This is an optimization exercise on Yosys and OpenROAD, whose aim is small area, not a production implementation.
Where RTL was checked, it was by simulation tests only, not by an equivalence proof against the original.

==> inputs of ember <==
## DigitalLock
module DigitalLock #(
	parameter PASSWORD_LENGTH = 5,
	parameter NUM_DISPLAYS = 6,
	parameter MAX_IDLE = 1000
)(
	input clock,
	input reset,
	input [3:0] key,
	output LED_locked,
	output LED_error,
	output LED_ep,
	output LED_cp,
	output LED_unlocked,
	output LED_reset,
	output [(7*NUM_DISPLAYS)-1:0] seven_seg
);
function [9:0] lfsr_next(input [9:0] s);
	lfsr_next = {s[8:0], ~(s[9] ^ s[6])};
endfunction
function [9:0] lfsr_after(input integer n);
	integer j;
	reg [9:0] s;
	begin
		s = 10'd0;
		for (j = 0; j < n; j = j + 1) s = lfsr_next(s);
		lfsr_after = s;
	end
endfunction
localparam [9:0] IDLE_END = lfsr_after(MAX_IDLE);
function [3:0] enc_key(input [3:0] v);
	enc_key =
		({4{v == 4'd1}} & 4'd2) |
		({4{v == 4'd2}} & 4'd14) |
		({4{v == 4'd3}} & 4'd7) |
		({4{v == 4'd4}} & 4'd10) |
		({4{v == 4'd5}} & 4'd1) |
		({4{v == 4'd6}} & 4'd6) |
		({4{v == 4'd7}} & 4'd13) |
		({4{v == 4'd8}} & 4'd3) |
		({4{v == 4'd9}} & 4'd9) |
		({4{v == 4'd10}} & 4'd12) |
		({4{v == 4'd11}} & 4'd4) |
		({4{v == 4'd12}} & 4'd8) |
		({4{v == 4'd13}} & 4'd11) |
		({4{v == 4'd14}} & 4'd5) |
		({4{v == 4'd15}} & 4'd15);
endfunction
wire [3:0] pressed = ~key;
reg dly;
reg S, E, Er, f;
reg C;
reg [19:0] temp, password;
reg [9:0] cnt;
wire ev     = ~dly & (|pressed);
wire tmo    = E & (cnt == IDLE_END);
wire full   = |temp[19:16];
wire empty0 = ~|temp[3:0];
wire done   = E & C & full;
wire match  = (temp == password);
always @(posedge clock) dly <= |pressed;
always @(posedge clock) begin
	if (E & ~C & ~ev & ~tmo)
		cnt <= lfsr_next(cnt);
	else
		cnt <= 10'd0;
end
  ...
clock: 12.0 ns
lec_check: 0
abc_area: 1
cap_margin: 20
core_margin: 2
core_utilization: 40
slew_margin: 20
standard.sh (not shown) runs the stock make flow with config.mk's settings and CLKGATE_MAP_FILE= SYNTH_SCRIPT=/design/flow/synth_recipe.tcl, a recipe that flattens the netlist after the stock synthesis.
==> flow/flow/run.sh <==
#!/bin/bash
# Own flow: the standard layout (standard.sh) with these changes passed to ORFS's make:
#  - ADDER_MAP_FILE empty: no half/full-adder extraction in synthesis (the design has no
#    adders; extraction only turned decoder gates into half-adder cells);
#  - an area-oriented ABC script (flow/abc_area.script) in a copy of ORFS's scripts folder;
#  - port buffers are buf_1 cells;
#  - a clock tree of small clock buffers without dummy loads.
# Everything else, registers included, is the standard flow. make's full output goes to
# run_make.log here, and ORFS keeps each step's log under orfs/logs/.
set -euo pipefail
cd "$(dirname "$0")/.."
rm -rf scripts_own
cp -r "$FLOW_HOME/scripts" scripts_own
cp flow/abc_area.script scripts_own/abc_area.script
bash standard.sh \
  SCRIPTS_DIR="$PWD/scripts_own" \
  ADDER_MAP_FILE= \
  "BUFFER_PORTS_ARGS=-buffer_cell sky130_fd_sc_hd__buf_1" \
  "CTS_ARGS=-sink_clustering_enable -repair_clock_nets -dont_use_dummy_load -root_buf sky130_fd_sc_hd__clkbuf_4 -buf_list \"sky130_fd_sc_hd__clkbuf_4 sky130_fd_sc_hd__clkbuf_8\" -sink_clustering_size 15 -sink_clustering_max_diameter 100" \
  finish > run_make.log 2>&1
==> flow/flow/abc_area.script <==
strash
dch
amap
strash
dch
amap
topo
==> indigo: changes against ember <==
--- a/flow/design.v
+++ b/flow/design.v
@@ -66,28 +66,28 @@
 		for (j = 0; j < n; j = j + 1) s = lfsr_next(s);
 		lfsr_after = s;
 	end
 endfunction
 localparam [9:0] IDLE_END = lfsr_after(MAX_IDLE);
 function [3:0] enc_key(input [3:0] v);
 	enc_key =
-		({4{v == 4'd1}} & 4'd2) |
+		({4{v == 4'd1}} & 4'd8) |
 		({4{v == 4'd2}} & 4'd14) |
-		({4{v == 4'd3}} & 4'd7) |
+		({4{v == 4'd3}} & 4'd6) |
 		({4{v == 4'd4}} & 4'd10) |
 		({4{v == 4'd5}} & 4'd1) |
-		({4{v == 4'd6}} & 4'd6) |
+		({4{v == 4'd6}} & 4'd12) |
 		({4{v == 4'd7}} & 4'd13) |
 		({4{v == 4'd8}} & 4'd3) |
 		({4{v == 4'd9}} & 4'd9) |
-		({4{v == 4'd10}} & 4'd12) |
+		({4{v == 4'd10}} & 4'd5) |
 		({4{v == 4'd11}} & 4'd4) |
-		({4{v == 4'd12}} & 4'd8) |
+		({4{v == 4'd12}} & 4'd2) |
 		({4{v == 4'd13}} & 4'd11) |
-		({4{v == 4'd14}} & 4'd5) |
+		({4{v == 4'd14}} & 4'd7) |
 		({4{v == 4'd15}} & 4'd15);
 endfunction
 wire [3:0] pressed = ~key;
 reg dly;
 reg S, E, Er, f;
 reg C;
 reg [19:0] temp, password;
@@ -156,91 +156,91 @@
 assign LED_error    = Er & ~E;
 assign LED_ep       = E & S;
 assign LED_cp       = E & ~S;
 assign LED_reset    = reset;
 wire [6:0] g0 =
 	({7{temp[3:0] == 4'd0}} & 7'b1111111) |
 	({7{temp[3:0] == 4'd1}} & 7'b0101111) |
-	({7{temp[3:0] == 4'd2}} & 7'b1111001) |
+	({7{temp[3:0] == 4'd2}} & 7'b0100001) |
 	({7{temp[3:0] == 4'd3}} & 7'b0011001) |
 	({7{temp[3:0] == 4'd4}} & 7'b1000110) |
-	({7{temp[3:0] == 4'd5}} & 7'b0000111) |
-	({7{temp[3:0] == 4'd6}} & 7'b1000000) |
-	({7{temp[3:0] == 4'd7}} & 7'b0000110) |
-	({7{temp[3:0] == 4'd8}} & 7'b0100001) |
+	({7{temp[3:0] == 4'd5}} & 7'b1000111) |
+	({7{temp[3:0] == 4'd6}} & 7'b0000110) |
+	({7{temp[3:0] == 4'd7}} & 7'b0000111) |
+	({7{temp[3:0] == 4'd8}} & 7'b1111001) |
 	({7{temp[3:0] == 4'd9}} & 7'b0101011) |
 	({7{temp[3:0] == 4'd10}} & 7'b0110000) |
 	({7{temp[3:0] == 4'd11}} & 7'b0010010) |
-	({7{temp[3:0] == 4'd12}} & 7'b1000111) |
+	({7{temp[3:0] == 4'd12}} & 7'b1000000) |
 	({7{temp[3:0] == 4'd13}} & 7'b1000001) |
 	({7{temp[3:0] == 4'd14}} & 7'b0100100);
 assign seven_seg[6:0] = E ? g0 : Er ? 7'b0101111 : S ? 7'b0100001 : reset ? 7'b0000111 : 7'b0100001;
 wire [6:0] g1 =
 	({7{temp[7:4] == 4'd0}} & 7'b1111111) |
 	({7{temp[7:4] == 4'd1}} & 7'b0101111) |
-	({7{temp[7:4] == 4'd2}} & 7'b1111001) |
+	({7{temp[7:4] == 4'd2}} & 7'b0100001) |
 	({7{temp[7:4] == 4'd3}} & 7'b0011001) |
 	({7{temp[7:4] == 4'd4}} & 7'b1000110) |
-	({7{temp[7:4] == 4'd5}} & 7'b0000111) |
-	({7{temp[7:4] == 4'd6}} & 7'b1000000) |
-	({7{temp[7:4] == 4'd7}} & 7'b0000110) |
-	({7{temp[7:4] == 4'd8}} & 7'b0100001) |
+	({7{temp[7:4] == 4'd5}} & 7'b1000111) |
+	({7{temp[7:4] == 4'd6}} & 7'b0000110) |
+	({7{temp[7:4] == 4'd7}} & 7'b0000111) |
+	({7{temp[7:4] == 4'd8}} & 7'b1111001) |
 	({7{temp[7:4] == 4'd9}} & 7'b0101011) |
 	({7{temp[7:4] == 4'd10}} & 7'b0110000) |
 	({7{temp[7:4] == 4'd11}} & 7'b0010010) |
-	({7{temp[7:4] == 4'd12}} & 7'b1000111) |
+	({7{temp[7:4] == 4'd12}} & 7'b1000000) |
 	({7{temp[7:4] == 4'd13}} & 7'b1000001) |
 	({7{temp[7:4] == 4'd14}} & 7'b0100100);
 assign seven_seg[13:7] = E ? g1 : Er ? 7'b1000000 : S ? 7'b0000110 : reset ? 7'b0000110 : 7'b1000110;
 wire [6:0] g2 =
 	({7{temp[11:8] == 4'd0}} & 7'b1111111) |
 	({7{temp[11:8] == 4'd1}} & 7'b0101111) |
-	({7{temp[11:8] == 4'd2}} & 7'b1111001) |
+	({7{temp[11:8] == 4'd2}} & 7'b0100001) |
 	({7{temp[11:8] == 4'd3}} & 7'b0011001) |
 	({7{temp[11:8] == 4'd4}} & 7'b1000110) |
-	({7{temp[11:8] == 4'd5}} & 7'b0000111) |
-	({7{temp[11:8] == 4'd6}} & 7'b1000000) |
-	({7{temp[11:8] == 4'd7}} & 7'b0000110) |
-	({7{temp[11:8] == 4'd8}} & 7'b0100001) |
+	({7{temp[11:8] == 4'd5}} & 7'b1000111) |
+	({7{temp[11:8] == 4'd6}} & 7'b0000110) |
+	({7{temp[11:8] == 4'd7}} & 7'b0000111) |
+	({7{temp[11:8] == 4'd8}} & 7'b1111001) |
 	({7{temp[11:8] == 4'd9}} & 7'b0101011) |
 	({7{temp[11:8] == 4'd10}} & 7'b0110000) |
 	({7{temp[11:8] == 4'd11}} & 7'b0010010) |
-	({7{temp[11:8] == 4'd12}} & 7'b1000111) |
+	({7{temp[11:8] == 4'd12}} & 7'b1000000) |
 	({7{temp[11:8] == 4'd13}} & 7'b1000001) |
 	({7{temp[11:8] == 4'd14}} & 7'b0100100);
 assign seven_seg[20:14] = E ? g2 : Er ? 7'b0101111 : S ? 7'b1000110 : reset ? 7'b0010010 : 7'b1000000;
 wire [6:0] g3 =
 	({7{temp[15:12] == 4'd0}} & 7'b1111111) |
 	({7{temp[15:12] == 4'd1}} & 7'b0101111) |
-	({7{temp[15:12] == 4'd2}} & 7'b1111001) |
+	({7{temp[15:12] == 4'd2}} & 7'b0100001) |
 	({7{temp[15:12] == 4'd3}} & 7'b0011001) |
 	({7{temp[15:12] == 4'd4}} & 7'b1000110) |
-	({7{temp[15:12] == 4'd5}} & 7'b0000111) |
-	({7{temp[15:12] == 4'd6}} & 7'b1000000) |
-	({7{temp[15:12] == 4'd7}} & 7'b0000110) |
-	({7{temp[15:12] == 4'd8}} & 7'b0100001) |
+	({7{temp[15:12] == 4'd5}} & 7'b1000111) |
+	({7{temp[15:12] == 4'd6}} & 7'b0000110) |
+	({7{temp[15:12] == 4'd7}} & 7'b0000111) |
+	({7{temp[15:12] == 4'd8}} & 7'b1111001) |
 	({7{temp[15:12] == 4'd9}} & 7'b0101011) |
 	({7{temp[15:12] == 4'd10}} & 7'b0110000) |
 	({7{temp[15:12] == 4'd11}} & 7'b0010010) |
-	({7{temp[15:12] == 4'd12}} & 7'b1000111) |
+	({7{temp[15:12] == 4'd12}} & 7'b1000000) |
 	({7{temp[15:12] == 4'd13}} & 7'b1000001) |
 	({7{temp[15:12] == 4'd14}} & 7'b0100100);
 assign seven_seg[27:21] = E ? g3 : Er ? 7'b0101111 : S ? 7'b1000110 : reset ? 7'b0000110 : 7'b1000111;
 wire [6:0] g4 =
 	({7{temp[19:16] == 4'd0}} & 7'b1111111) |
 	({7{temp[19:16] == 4'd1}} & 7'b0101111) |
-	({7{temp[19:16] == 4'd2}} & 7'b1111001) |
+	({7{temp[19:16] == 4'd2}} & 7'b0100001) |
 	({7{temp[19:16] == 4'd3}} & 7'b0011001) |
 	({7{temp[19:16] == 4'd4}} & 7'b1000110) |
-	({7{temp[19:16] == 4'd5}} & 7'b0000111) |
-	({7{temp[19:16] == 4'd6}} & 7'b1000000) |
-	({7{temp[19:16] == 4'd7}} & 7'b0000110) |
-	({7{temp[19:16] == 4'd8}} & 7'b0100001) |
+	({7{temp[19:16] == 4'd5}} & 7'b1000111) |
+	({7{temp[19:16] == 4'd6}} & 7'b0000110) |
+	({7{temp[19:16] == 4'd7}} & 7'b0000111) |
+	({7{temp[19:16] == 4'd8}} & 7'b1111001) |
 	({7{temp[19:16] == 4'd9}} & 7'b0101011) |
 	({7{temp[19:16] == 4'd10}} & 7'b0110000) |
 	({7{temp[19:16] == 4'd11}} & 7'b0010010) |
-	({7{temp[19:16] == 4'd12}} & 7'b1000111) |
+	({7{temp[19:16] == 4'd12}} & 7'b1000000) |
 	({7{temp[19:16] == 4'd13}} & 7'b1000001) |
 	({7{temp[19:16] == 4'd14}} & 7'b0100100);
 assign seven_seg[34:28] = E ? g4 : Er ? 7'b0000110 : S ? 7'b1000000 : reset ? 7'b0101111 : 7'b0101011;
 assign seven_seg[41:35] = E ? 7'b1111111 : Er ? 7'b1111111 : S ? 7'b1000111 : reset ? 7'b1111111 : 7'b1000001;
 endmodule
--- a/flow/flow/run.sh
+++ b/flow/flow/run.sh
@@ -12,9 +12,9 @@
 rm -rf scripts_own
 cp -r "$FLOW_HOME/scripts" scripts_own
 cp flow/abc_area.script scripts_own/abc_area.script
 bash standard.sh \
   SCRIPTS_DIR="$PWD/scripts_own" \
   ADDER_MAP_FILE= \
   "BUFFER_PORTS_ARGS=-buffer_cell sky130_fd_sc_hd__buf_1" \
-  "CTS_ARGS=-sink_clustering_enable -repair_clock_nets -dont_use_dummy_load -root_buf sky130_fd_sc_hd__clkbuf_4 -buf_list \"sky130_fd_sc_hd__clkbuf_4 sky130_fd_sc_hd__clkbuf_8\" -sink_clustering_size 15 -sink_clustering_max_diameter 100" \
+  "CTS_ARGS=-sink_clustering_enable -repair_clock_nets -dont_use_dummy_load -root_buf sky130_fd_sc_hd__clkbuf_8 -buf_list sky130_fd_sc_hd__clkbuf_8" \
   finish > run_make.log 2>&1
==> results.yml <==
synth:
  synthTopCellsByCount: "nor2_1 (61), clkinv_1 (42), o21ai_0 (34)"
  synth_area_leaders: "dfxtp_1 (23%), edfxtp_1 (22%), nor2_1 (8.3%)"
  synth_compound_area_share_pct: 25.1
  synth_top_area_share_pct: 23.3
  avgSynthCellArea_um2: 8.24
  synth_cell_types: 28
outcome:
  haltStage: "clock tree synthesis (4_1_cts)"
  error_line: "[ERROR STA-0564] clock_tree_synthesis positional arguments not supported."
  status: "aborted with a tool error"
placed_design:
  pre_cts_ws_ns: 5.55
  place.gp.congestion: 0.871
floorplanning:
  rows: 30
(the above is from ember)
==> results.yml <==
synth:
  synthTopCellsByCount: "nor2_1 (53), clkinv_1 (42), nand2_1 (38)"
  synth_area_leaders: "dfxtp_1 (24%), edfxtp_1 (22%), nor2_1 (7.4%)"
  synth_cell_types: 30
  synth_top_area_share_pct: 23.9
  avgSynthCellArea_um2: 8.34
  synth_compound_area_share_pct: 23.8
clocking:
  root_buffer: "clkbuf_8"
placed_design:
  pre_cts_ws_ns: 5.48
  place.gp.congestion: 0.897
cells_and_area:
  clkCellAreaFrac_pct: 2.29
floorplanning:
  rows: 29
outcome:
  status: "finished clean"
(the above is from indigo)
No functional check of the RTL was part of ember.

afterwards: timing with drivers on the ports:
The flow's constraints put no driver on any port. The routed layout listed below was extracted and timed again, unchanged, in two steps.
Step 1 sets driving cells, clkbuf_16 on the clock port and buf_2 on the other inputs (assumed; they add their load-dependent delay and slew).
Step 2 moves the port delays by t, midway between the first and last clock arrival at a register: inputs arrive t later, outputs are due t later. That takes back most of the time a late clock gives input paths.
Slacks: no drivers / after step 1 / after step 2; pairs: no drivers / after step 1.
run: indigo
t (ns): 0.329
slack for setup (ns): 5.447 / 5.425 / 5.425
hold WS [ns]: 0.423 / 0.423 / 0.423
After both steps setup and hold are still met in indigo. The setup slack of indigo moves by -0.022 ns with the drivers and by -0.022 ns with both steps.
